From an optimization exercise on the open Yosys and OpenROAD flow, aimed at small area; shortcuts taken in it are not production practice. Only simulation tests tie the RTL to the original design; equivalence was not proved. In this run the design's own scripts or RTL, not TritonCTS, make the clock network. The flow treats the clock pin as an ideal source. Dropping or thinning the clock tree relies on that and would not hold on a real chip. Power figures rest on the tool's default switching activity, not on a simulated workload.

$ cat flow/run.sh
#!/bin/bash
# Own layout flow: the standard flow (standard.sh) with three changes.
#  1. After the standard synthesis, the gates between the flip-flops are mapped
#     again for area (remap.tcl, ABC script remap.abc). The flip-flops, their
#     names and cell types are those of the standard synthesis.
#  2. The port buffers are the smallest buffer, buf_1.
#  3. After clock tree synthesis, the clock tree is rebuilt from inverters
#     (clock.tcl): the clock port drives one root inverter, which drives 8
#     leaf inverters, each driving one cluster of flip-flops; the flip-flops
#     see the clock through two inversions, i.e. in its own polarity.
# Every tool's full output goes to a log of its own in this folder (and ORFS
# keeps each step's log under orfs/logs/).
set -euo pipefail
work=$(pwd)
R=$work/orfs/results/$FLOW_PLATFORM/main/base
YOSYS=$(command -v yosys || echo "$FLOW_HOME/../tools/install/yosys/bin/yosys")

bash standard.sh synth > 1_standard_synth.log 2>&1

cp "$R/1_2_yosys.v" "$R/1_2_yosys_standard.v"
REMAP_LIB=$FLOW_HOME/platforms/$FLOW_PLATFORM/lib/sky130_fd_sc_hd__tt_025C_1v80.lib \
REMAP_IN=$R/1_2_yosys_standard.v REMAP_OUT=$R/1_2_yosys.v \
REMAP_DONT_USE="$(cat flow/dont_use.txt)" REMAP_ABC=$work/flow/remap.abc \
REMAP_STAT=$work/remap_stat.txt \
  "$YOSYS" -c flow/remap.tcl > 1_remap.log 2>&1

# rebuild the synthesis database from the remapped netlist
bash standard.sh do-1_synth > 1_synth_odb.log 2>&1

export CLOCK_PORT=clk CLOCK_LEAVES=8 CLOCK_LEAF_CELL=sky130_fd_sc_hd__inv_8 CLOCK_ROOT_CELL=sky130_fd_sc_hd__inv_8
bash standard.sh \
  "POST_CTS_TCL=$work/flow/clock.tcl" \
  "CTS_ARGS=-sink_clustering_enable -repair_clock_nets -dont_use_dummy_load -buf_list sky130_fd_sc_hd__clkbuf_8" \
  "BUFFER_PORTS_ARGS=-buffer_cell sky130_fd_sc_hd__buf_1" \
  finish > 2_layout.log 2>&1
$ cat flow/clock.tcl
set leaves $::env(CLOCK_LEAVES)
set leaf_cell $::env(CLOCK_LEAF_CELL)
set root_cell $::env(CLOCK_ROOT_CELL)
if { [string match "*inv*" $leaf_cell] != [string match "*inv*" $root_cell] } {
  error "clock.tcl: the root and leaf cells must both be inverters or both buffers"
}
set block [ord::get_db_block]
set root [$block findNet $::env(CLOCK_PORT)]

proc out_iterm { inst } {
  foreach it [$inst getITerms] { if { [$it isOutputSignal] } { return $it } }
  error "no output on [$inst getName]"
}

# the buffers of the old tree, and the flip-flop clock pins it reaches
set old_insts {}
set old_nets {}
set sinks {}
set ok 1
set todo [list $root]
while { [llength $todo] } {
  set net [lindex $todo 0]
  set todo [lrange $todo 1 end]
  foreach it [$net getITerms] {
    if { ![$it isInputSignal] } { continue }
    set inst [$it getInst]
    set master [$inst getMaster]
    if { [$master isSequential] } {
      lappend sinks $it
    } elseif { [regexp {^sky130_fd_sc_hd__(clk)?buf_[0-9]+$} [$master getName]] } {
      lappend old_insts $inst
      set onet "NULL"
      foreach oit [$inst getITerms] { if { [$oit isOutputSignal] } { set onet [$oit getNet] } }
      if { $onet ne "NULL" } {
        lappend old_nets $onet
        lappend todo $onet
      }
    } else {
      puts "clock.tcl: [$inst getName] ([$master getName]) on the clock tree; keeping the CTS tree"
      set ok 0
    }
  }
}
puts "clock.tcl: [llength $sinks] clock sinks, [llength $old_insts] old tree buffers"

if { $ok && [llength $sinks] > 0 } {
  # positions of the sinks
  set pts {}
  foreach it $sinks {
    set bb [[$it getInst] getBBox]
    lappend pts [list [expr { ([$bb xMin] + [$bb xMax]) / 2.0 }] [expr { ([$bb yMin] + [$bb yMax]) / 2.0 }]]
  }
  set n [llength $pts]
  # k-means, started from sinks spread along the sorted x+y order
  set order [lsort -real -indices [lmap p $pts { expr { [lindex $p 0] + [lindex $p 1] } }]]
  set cents {}
  for { set k 0 } { $k < $leaves } { incr k } {
    lappend cents [lindex $pts [lindex $order [expr { int(($k + 0.5) * $n / $leaves) }]]]
  }
  for { set iter 0 } { $iter < 50 } { incr iter } {
    set assign {}
    foreach p $pts {
      set best 0
      set bd 1e30
      for { set k 0 } { $k < $leaves } { incr k } {
        set c [lindex $cents $k]
        set d [expr { abs([lindex $p 0] - [lindex $c 0]) + abs([lindex $p 1] - [lindex $c 1]) }]
        if { $d < $bd } { set bd $d; set best $k }
      }
      lappend assign $best
    }
    set new {}
    for { set k 0 } { $k < $leaves } { incr k } {
      set sx 0.0; set sy 0.0; set m 0
      foreach p $pts a $assign {
        if { $a == $k } { set sx [expr { $sx + [lindex $p 0] }]; set sy [expr { $sy + [lindex $p 1] }]; incr m }
      }
      if { $m } { lappend new [list [expr { $sx / $m }] [expr { $sy / $m }]] } else { lappend new [lindex $cents $k] }
    }
    if { $new eq $cents } { break }
    set cents $new
  }

  # take the old tree apart
  foreach it $sinks { $it disconnect }
  foreach inst $old_insts { odb::dbInst_destroy $inst }
  foreach net $old_nets { odb::dbNet_destroy $net }

  # the root
  set leaf_root $root
  if { $root_cell ne "" } {
    set sx 0.0; set sy 0.0
    foreach p $pts { set sx [expr { $sx + [lindex $p 0] }]; set sy [expr { $sy + [lindex $p 1] }] }
    set buf [odb::dbInst_create $block [[ord::get_db] findMaster $root_cell] "clkbuf_root"]
    $buf setLocation [expr { int($sx / $n) }] [expr { int($sy / $n) }]
    $buf setPlacementStatus PLACED
    set leaf_root [odb::dbNet_create $block "clknet_root"]
    $leaf_root setSigType CLOCK
    [$buf findITerm A] connect $root
    [out_iterm $buf] connect $leaf_root
  }

  # the new leaves
  set master [[ord::get_db] findMaster $leaf_cell]
  for { set k 0 } { $k < $leaves } { incr k } {
    set m 0
    foreach a $assign { if { $a == $k } { incr m } }
    if { !$m } { continue }
    set buf [odb::dbInst_create $block $master "clkbuf_leaf_$k"]
    set c [lindex $cents $k]
    $buf setLocation [expr { int([lindex $c 0]) }] [expr { int([lindex $c 1]) }]
    $buf setPlacementStatus PLACED
    set net [odb::dbNet_create $block "clknet_leaf_$k"]
    $net setSigType CLOCK
    [$buf findITerm A] connect $leaf_root
    [out_iterm $buf] connect $net
    foreach it $sinks a $assign { if { $a == $k } { $it connect $net } }
    puts "clock.tcl: leaf $k drives $m flip-flops"
  }
  detailed_placement
  check_placement -verbose
  estimate_parasitics -placement
  report_clock_skew
  report_check_types -max_slew -max_capacitance -violators
}
$ cat flow/dont_use.txt
sky130_fd_sc_hd__probe_p_8 sky130_fd_sc_hd__probec_p_8 sky130_fd_sc_hd__lpflow_bleeder_1 sky130_fd_sc_hd__lpflow_clkbufkapwr_1 sky130_fd_sc_hd__lpflow_clkbufkapwr_16 sky130_fd_sc_hd__lpflow_clkbufkapwr_2 sky130_fd_sc_hd__lpflow_clkbufkapwr_4 sky130_fd_sc_hd__lpflow_clkbufkapwr_8 sky130_fd_sc_hd__lpflow_clkinvkapwr_1 sky130_fd_sc_hd__lpflow_clkinvkapwr_16 sky130_fd_sc_hd__lpflow_clkinvkapwr_2 sky130_fd_sc_hd__lpflow_clkinvkapwr_4 sky130_fd_sc_hd__lpflow_clkinvkapwr_8 sky130_fd_sc_hd__lpflow_decapkapwr_12 sky130_fd_sc_hd__lpflow_decapkapwr_3 sky130_fd_sc_hd__lpflow_decapkapwr_4 sky130_fd_sc_hd__lpflow_decapkapwr_6 sky130_fd_sc_hd__lpflow_decapkapwr_8 sky130_fd_sc_hd__lpflow_inputiso0n_1 sky130_fd_sc_hd__lpflow_inputiso0p_1 sky130_fd_sc_hd__lpflow_inputiso1n_1 sky130_fd_sc_hd__lpflow_inputiso1p_1 sky130_fd_sc_hd__lpflow_inputisolatch_1 sky130_fd_sc_hd__lpflow_isobufsrc_1 sky130_fd_sc_hd__lpflow_isobufsrc_16 sky130_fd_sc_hd__lpflow_isobufsrc_2 sky130_fd_sc_hd__lpflow_isobufsrc_4 sky130_fd_sc_hd__lpflow_isobufsrc_8 sky130_fd_sc_hd__lpflow_isobufsrckapwr_16 sky130_fd_sc_hd__lpflow_lsbuf_lh_hl_isowell_tap_1 sky130_fd_sc_hd__lpflow_lsbuf_lh_hl_isowell_tap_2 sky130_fd_sc_hd__lpflow_lsbuf_lh_hl_isowell_tap_4 sky130_fd_sc_hd__lpflow_lsbuf_lh_isowell_4 sky130_fd_sc_hd__lpflow_lsbuf_lh_isowell_tap_1 sky130_fd_sc_hd__lpflow_lsbuf_lh_isowell_tap_2 sky130_fd_sc_hd__lpflow_lsbuf_lh_isowell_tap_4
$ cat flow/remap.abc
&get -n
&st
&syn2
&dch -f
&nf -R 1000 -F 8
&st
&syn3
&dch -f
&nf -R 1000 -F 8
&st
&syn2
&dch -f
&nf -R 1000 -F 8
&st
&syn3
&dch -f
&nf -R 1000 -F 8
&put
$ cat flow/remap.tcl
# Maps the combinational logic of the standard synthesis again, for area.
# The flip-flops of the standard synthesis stay as they are (same instances,
# names and cell types); only the gates between them are rebuilt, by ABC with
# an area-recovering script and without the buffering and upsizing of the
# standard script (the layout's repair steps size the gates instead).
# Reads $::env(REMAP_IN), writes $::env(REMAP_OUT).
yosys -import
set lib $::env(REMAP_LIB)
read_liberty -ignore_miss_func $lib
read_verilog $::env(REMAP_IN)
hierarchy -check -top $::env(FLOW_TOP)
setattr -mod -set keep_hierarchy 1 sky130_fd_sc_hd__dfxtp_1
flatten
# the wires flatten made inside the gate models (gate_instance.pin) must not
# displace the netlist's own net names
yosys rename -hide w:_*_.*
opt
set dont_use {}
foreach c $::env(REMAP_DONT_USE) { lappend dont_use -dont_use $c }
abc -liberty $lib -script $::env(REMAP_ABC) {*}$dont_use
tee -q -o $::env(REMAP_STAT).abc stat -liberty $lib
opt_clean -purge
splitnets
opt_clean -purge
hilomap -singleton -hicell sky130_fd_sc_hd__conb_1 HI -locell sky130_fd_sc_hd__conb_1 LO
insbuf -buf sky130_fd_sc_hd__buf_1 A X
opt_clean -purge
tee -o $::env(REMAP_STAT) stat -liberty $lib
# write main only: the liberty cell models are not part of the netlist
select $::env(FLOW_TOP)
write_verilog -noattr -nohex -nodec -selected $::env(REMAP_OUT)
$ cat standard.sh
#!/bin/bash
# synth_recipe.tcl (not shown) runs the flow's synth.tcl, then flattens the netlist and writes it again
# the make line also repeats each setting of config.mk as NAME=value (left out here)
make -C /OpenROAD-flow-scripts/flow DESIGN_CONFIG=/design/flow/config.mk WORK_HOME=/design/flow/orfs CLKGATE_MAP_FILE= SYNTH_SCRIPT=/design/flow/synth_recipe.tcl "${@:-finish}"
$ cat config.mk
export PLATFORM = sky130hd
export DESIGN_NAME = main
export DESIGN_NICKNAME = main
export VERILOG_FILES = /design/flow/design.v
export SDC_FILE = /design/flow/constraint.sdc
export NUM_CORES = 4
export LEC_CHECK = 0
export CAP_MARGIN = 20
export CORE_MARGIN = 2
export CORE_UTILIZATION = 65
export CTS_BUF_LIST = sky130_fd_sc_hd__clkbuf_8
export SLEW_MARGIN = 20
$ cat constraint.sdc
create_clock -name core_clock -period 20.0 [get_ports {clk}]
set_input_delay 4.0000 -clock core_clock [delete_from_list [all_inputs] [get_ports {clk}]]
set_output_delay 4.0000 -clock core_clock [all_outputs]
set_load 0.01 [all_outputs]
$ cat design.v
module motor_driver (
    input wire clk,
    input wire rst,
    input wire fwd_in,
    input wire bwd_in,
    input wire left_in,
    input wire right_in,
    input wire stop_in,
    input wire ld_left,
    input wire ld_right,
    output wire [3:0] m1_out,   
    output wire [3:0] m2_out,   
    output reg  [2:0] state
);
  localparam STOP = 0, FORWARD = 1, BACKWARD = 2, LEFT = 3, RIGHT = 4;
  always @(posedge clk) begin
    if (rst == 1) begin
      state <= STOP;
    end else if (stop_in == 1) begin
      state <= STOP;
    end else if (fwd_in == 1) begin
      if (ld_left == 1) begin
        state <= RIGHT;
      end else if (ld_right == 1) begin
        state <= LEFT;
      end else begin
        state <= FORWARD;
      end
    end else if (bwd_in == 1) begin
      state <= BACKWARD;
    end else if (right_in == 1) begin
      state <= RIGHT;
    end else if (left_in == 1) begin
      state <= LEFT;
    end else begin
      state <= STOP;
    end
  end
  wire m1_fwd = state[2] | (state[0] & ~state[1]);   
  wire m2_fwd = state[0];                             
  wire m_bwd  = state[1] & ~state[0];                 
  assign m1_out = {m1_fwd, m_bwd, m1_fwd, m_bwd};
  assign m2_out = {m2_fwd, m_bwd, m2_fwd, m_bwd};
endmodule
module parking_sensor #(
    parameter MODE = 0
) (
    input  wire clk,
    input  wire rst,
    input  wire echo,
    input  wire slow_on,   
    input  wire fast_on,   
    output reg  signal
);
  function [21:0] inc;
    input [21:0] q;
    integer i;
    reg c;
    begin
      c = 1'b1;
      for (i = 0; i < 22; i = i + 1) begin
        inc[i] = q[i] ^ c;
        c = c & q[i];
      end
    end
  endfunction
  function lt;
    input [21:0] x;
    input [21:0] k;
    integer i;
    reg r;
    begin
      r = 1'b0;
      for (i = 0; i < 22; i = i + 1)
        r = k[i] ? (~x[i] | r) : (~x[i] & r);
      lt = r;
    end
  endfunction
  localparam PS_MODE_STOP = 0, PS_MODE_BEEP = 1;
  localparam CYCLES_PER_CM = 29;
  localparam DIST_CONST = 10 * CYCLES_PER_CM;
  localparam DIST_FAST = 15 * CYCLES_PER_CM;
  localparam DIST_SLOW = 20 * CYCLES_PER_CM;
  localparam DIST_STOP = 30 * CYCLES_PER_CM;
  reg [21:0] echo_width;
  always @(posedge clk) begin
    if (rst | ~echo) echo_width <= 0;
    else echo_width <= inc(echo_width);
  end
  wire hi_zero = ~|echo_width[21:10];
  wire [9:0] lo = echo_width[9:0];
  wire measure = ~echo & (~hi_zero | (|lo));
  generate
    if (MODE == PS_MODE_STOP) begin : g_stop
      reg near;
      always @(posedge clk) begin
        if (rst) near <= 0;
        else if (measure) near <= hi_zero & lt(lo, DIST_STOP + 1);
      end
      localparam [21:0] ALT = 22'h2aaaaa;
      reg [21:0] timer_reg;
      wire [21:0] timer = timer_reg ^ ALT;
      reg detectable;
      wire [21:0] timer_next = {timer[20:0], ~(timer[21] ^ timer[0])};
      wire detect_end   = &(~(timer ^ 22'h3228af) | ~22'h322daf);   
      wire hold_end     = &(~(timer ^ 22'h191c8f) | ~22'h3fbcbf);   
      wire cooldown_end = &(~(timer ^ 22'h3b3bdd) | ~22'h3fbffd);   
      always @(posedge clk) begin
        if (rst) begin
          timer_reg <= ALT;
          detectable <= 1;
          signal <= 0;
        end else if (detectable) begin
          if (~near) begin
            signal <= 0;
            timer_reg <= ALT;
          end else if (~signal) begin
            if (detect_end) begin
              signal <= 1;
              timer_reg <= ALT;
            end else timer_reg <= timer_next ^ ALT;
          end else begin
            if (hold_end) begin
              signal <= 0;
              detectable <= 0;
              timer_reg <= ALT;
            end else timer_reg <= timer_next ^ ALT;
          end
        end else begin
          if (cooldown_end) begin
            detectable <= 1;
            timer_reg <= ALT;
          end else timer_reg <= timer_next ^ ALT;
        end
      end
    end else begin : g_beep
      reg [1:0] cls;
      always @(posedge clk) begin
        if (rst) cls <= 0;
        else if (measure) begin
          if (~hi_zero | ~lt(lo, DIST_SLOW + 1)) cls <= 0;
          else if (~lt(lo, DIST_FAST + 1)) cls <= 1;
          else if (~lt(lo, DIST_CONST + 1)) cls <= 2;
          else cls <= 3;
        end
      end
      always @(posedge clk) begin
        if (rst) signal <= 0;
        else
          case (cls)
            2'd0: signal <= 0;
            2'd1: signal <= slow_on;
            2'd2: signal <= fast_on;
            default: signal <= 1;
          endcase
      end
    end
  endgenerate
endmodule
module main (
    input wire clk,
    input wire rst,
    input wire fwd_in,
    input wire bwd_in,
    input wire left_in,
    input wire right_in,
    input wire stoplight_in,
    input wire stopsign_in,
    input wire failsafe_in,
    output wire [3:0] m1_out,
    output wire [3:0] m2_out,
    output wire [2:0] md_state,
    input  wire echo_fwd,
    output wire trig_fwd,
    input  wire echo_bwd1,
    output wire trig_bwd1,
    input  wire echo_bwd2,
    output wire trig_bwd2,
    output wire beep_bwd1,
    output wire beep_bwd2,
    input  wire buzzer_in,
    output wire buzzer,
    input wire ld_left,
    input wire ld_right
);
  localparam PS_MODE_STOP = 0, PS_MODE_BEEP = 1;
  wire stop_in, ps_signal_fwd, ps_signal_bwd1, ps_signal_bwd2;
  assign stop_in = stopsign_in | stoplight_in | failsafe_in | ps_signal_fwd;
  assign buzzer  = buzzer_in | ps_signal_fwd;
  assign beep_bwd1 = ps_signal_bwd1;
  assign beep_bwd2 = ps_signal_bwd2;
  localparam [21:0] ALT = 22'h2aaaaa;
  reg [15:0] trig_reg;
  wire [15:0] trig_timer = trig_reg ^ ALT[15:0];
  wire trig_wrap = &(~(trig_timer ^ 16'h20da) | ~16'hffbf);
  always @(posedge clk) begin
    if (rst | trig_wrap) trig_reg <= ALT[15:0];
    else trig_reg <= {trig_timer[14:0], ~(trig_timer[15] ^ trig_timer[6])} ^ ALT[15:0];
  end
  wire trig = ~|trig_timer[15:5] & trig_timer[1] & trig_timer[0] &
              (~trig_timer[4] | trig_timer[2]);
  assign trig_fwd  = trig;
  assign trig_bwd1 = trig;
  assign trig_bwd2 = trig;
  reg [16:0] beep_reg;
  wire [16:0] beep_timer = beep_reg ^ ALT[16:0];
  reg [1:0] beep_quarter;
  reg beep_last;
  wire beep_step_end = &(~(beep_timer ^ 17'h18e84) | ~17'h1fffb);
  always @(posedge clk) begin
    if (rst | beep_step_end | beep_last) beep_reg <= ALT[16:0];
    else beep_reg <= {beep_timer[15:0], ~(beep_timer[16] ^ beep_timer[13])} ^ ALT[16:0];
    if (rst | beep_last) beep_quarter <= 0;
    else if (beep_step_end & ~&beep_quarter) beep_quarter <= beep_quarter + 1'b1;
    beep_last <= ~rst & beep_step_end & (&beep_quarter);
  end
  wire slow_on = ~beep_quarter[1];
  wire fast_on = ~beep_quarter[0] | beep_last;
  motor_driver md (
      .clk(clk),
      .rst(rst),
      .fwd_in(fwd_in),
      .bwd_in(bwd_in),
      .left_in(left_in),
      .right_in(right_in),
      .stop_in(stop_in),
      .ld_left(ld_left),
      .ld_right(ld_right),
      .m1_out(m1_out),
      .m2_out(m2_out),
      .state(md_state)
  );
  parking_sensor #(.MODE(PS_MODE_STOP)) ps_fwd (
      .clk(clk),
      .rst(rst),
      .echo(echo_fwd),
      .slow_on(slow_on),
      .fast_on(fast_on),
      .signal(ps_signal_fwd)
  );
  parking_sensor #(.MODE(PS_MODE_BEEP)) ps_bwd1 (
      .clk(clk),
      .rst(rst),
      .echo(echo_bwd1),
      .slow_on(slow_on),
      .fast_on(fast_on),
      .signal(ps_signal_bwd1)
  );
  parking_sensor #(.MODE(PS_MODE_BEEP)) ps_bwd2 (
      .clk(clk),
      .rst(rst),
      .echo(echo_bwd2),
      .slow_on(slow_on),
      .fast_on(fast_on),
      .signal(ps_signal_bwd2)
  );
endmodule
==> impl_metrics.py <==
metrics = {
    "final_layout": {
        "finalNetCount": 568,
        "antennaDiodeCount": 0,
        "area_delta_synth_final_pct": 6.67,
        "final_cell_area_um2": 5040,
        "drive_gt1_frac": 0.0181,
        "stdcell_count": 650,
    },
    "worst_setup_path": {
        "critPathArrivalTime_ns": 4.40,
        "dominant_cell_type_by_count_on_the_critical_path": "buf_1",
        "ff_to_ff_setup_slack_ns": 16.42,
        "critical_path_required_ns": 16.00,
        "crit_slowest_cell": "or2_0",
        "critical_path_cell_by_cell": "buf_1 -> or2_0 -> buf_1",
        "rr_startpoint": "ps_bwd2.echo_width[2]",
        "startpoint_class_of_the_critical_path": "input port",
        "rr_endpoint": "ps_bwd2.echo_width[21]",
        "setup.worst_path.class": "input port to output pin",
        "worst_setup_path_startpoint": "buzzer_in",
        "cp-end-kind": "output pin",
        "worst-r2r-cell-count": 15,
        "worst-path-buf-inv": 2,
        "slowest_delay_ns": 0.20,
        "worstPathMaxFanout": 1,
        "critPathTopFamily": "buffers and inverters",
    },
    "power": {
        "clock_power_share": 0.269,
        "cellInternalPower_uw": 293,
        "p_switching_uw": 99.9,
        "pwr-share-comb": 0.031,
        "power.leakage_uw": 0.00180,
        "vdd.ir_drop.worst_uv": 61.9,
        "sw_ratio": 0.254,
        "power.sequential.fraction": 0.699,
        "cellPowerDensity_nw_per_um2": 78.0,
    },
    "detailed_routing": {
        "dr.first_iter.drc_count": 127,
        "wl_per_cell_um": 12.2,
        "1st_pass_router_iterations": 4,
        "finalWirelength_um": 7930,
        "via_count": 3625,
        "route.detailed.drc": 0,
        "drt-vias-per-instance": 5.58,
        "antenna_violating_nets_post_route": 0,
    },
    "synth": {
        "postSynthAreaPerCell_um2": 9.11,
        "synth-warning-count": 4,
        "mappedNetlistArea_um2": 4730,
        "synth_fp_nets": 534,
        "cells_after_synth": 519,
    },
    "sta": {
        "hold_violations": 0,
        "max-slew-margin-rel": 0.473,
        "min_period_over_period": 0.420,
        "worst_slack_ns": 11.60,
        "worst_clock_skew_ns": 0.0228,
        "rsz0062_at_grt": "false",
        "final-max-slew-violation-count": 0,
        "worst-slew-pin-transition_ns": 0.791,
        "final-setup-viol-count": 0,
        "fmax_mhz": 119,
        "period_needed_ns": 8.40,
        "tns_ns": 0,
    },
    "floorplan": {
        "chipWidth_um": 89.3,
        "chipHeight_um": 89.3,
        "fp.dieArea_um2": 7970,
        "core.rowCount": 31,
        "core-area_um2": 7140,
        "ios": 32,
        "initial_core_util": 0.662,
    },
    "clock_tree": {
        "sinks_on_the_clock_net": 136,
        "cts.reportedPaths.clkPinSlew_ns": 0.09,
        "worst_skew_pair.late_latency_ns": 0.21,
    },
    "grt": {
        "number_of_antenna_violations_at_the_first_check_in_global_routing": 0,
        "grt_pass1_wl_um": 13400,
        "grt_start_max_net_pins": 23,
        "grt_pass1_vias": 3151,
        "global_route.usage.total": 0.204,
        "grt_overflow": 0,
    },
    "place": {
        "detailed_placer_s_ending_hpwl_um": 5610,
        "port-buffer-count": 31,
        "total_placed_cells_including_tap_cells": 641,
        "place_area_um2": 4940,
        "dp_slack_ns": 11.60,
        "gp_congestion": 0.809,
    },
    "job": {
        "max_cap_violations": 0,
    },
    "hold_path": {
        "timing.hold.worst.start": "beep_reg[2]",
        "timing.hold.worst.class": "flip-flop to flip-flop",
        "hold_path_depth": 1,
        "worst_hold_path.endpoint": "beep_reg[3]",
    },
    "outcome": {
        "status": "finished clean",
    },
}
power by group through the flow:
stage	Clock (uW)	Sequential, uW	Combinational (uW)
finish	106	275	12.4
global route	122	276	14.3
detailed placement	0	281	12.4
global placement	0	281	12.2
floorplan	0	281	7.81
layer usage:
metal,GRT usage,share of wire,vias to the layer above
met2,0.359,0.47,67
met5,0,0,-
met1,0.268,0.47,1665
li1,-,-,1878
met3,0.0277,0.038,15
met4,0.0461,0.017,0
worst max-delay path by stage:
| stage | endpoint | slack (ns) | depth (start not counted) |
|---|---|---|---|
| finish | buzzer | 11.60 | 3 |
| global route | buzzer | 11.58 | 3 |
| detailed placement | buzzer | 11.60 | 3 |
| global placement | buzzer | 11.58 | 3 |
| floorplan | buzzer | 11.76 | 1 |
cells in the final DEF (no fill, tap or decap), types with 4 or more instances in the layout:
master and count:
inv_8 9, xnor2_1 16, clkinv_1 5, buf_1 31, nor2b_1 5, nand3_1 7, nor2_1 95, o21ai_0 18
a21oi_1 41, nor3_1 41, dfxtp_1 136, and2_0 14, nand2b_1 8, or2_0 4, and3_1 22, nor4_1 14
nand2_1 42, nand4b_1 5
worst register-to-register path, cell delays in order, from the launching register on:
cell,delay [ns]
dfxtp_1,0.38
and3_1,0.21
and2_0,0.24
and3_1,0.22
and2_0,0.23
and3_1,0.28
and3_1,0.22
and2_0,0.24
and3_1,0.23
and2_0,0.24
and3_1,0.23
and2_0,0.24
and3_1,0.23
nand2_1,0.09
xor2_1,0.13
nor2_1,0.05
cell type report:
class | count | area [um2]
Fill cell | 591 | 2090
Tap cell | 99 | 124
Multi-Input combinational cell | 369 | 1950
Sequential cell | 136 | 2720
Timing Repair Buffer | 32 | 124
Inverter | 14 | 120
stage by stage:
step                      hold WS [ns]  power, uW   util
final                            0.359        393  0.707
after global routing             0.389        412  0.707
after global placement           0.350        293  0.692
after detailed placement         0.349        294  0.692
after floorplan                  0.343        289      -

[afterwards: timing with drivers on the ports]
The results above use ideal ports. As a check the final layout listed here was re-extracted and re-timed, cells and wires unchanged.
Step 1 assumes that a clkbuf_16 drives the clock port and a buf_2 every other input.
Step 2 times the ports against the registers' clock, not the clock port: input delays grow and output delays shrink by t, the midpoint of the rising clock arrivals with the driver on.
Slacks: ideal / step 1 / step 2; pairs: ideal / step 1.
t, ns: 0.242
setup WS [ns]: 11.602 / 11.574 / 11.574
slew at the worst register clock pin (ns): 0.10 / 0.10
After both steps setup and hold are still met in this run. The setup slack of this run moves by -0.028 ns with the drivers and by -0.028 ns with both steps.
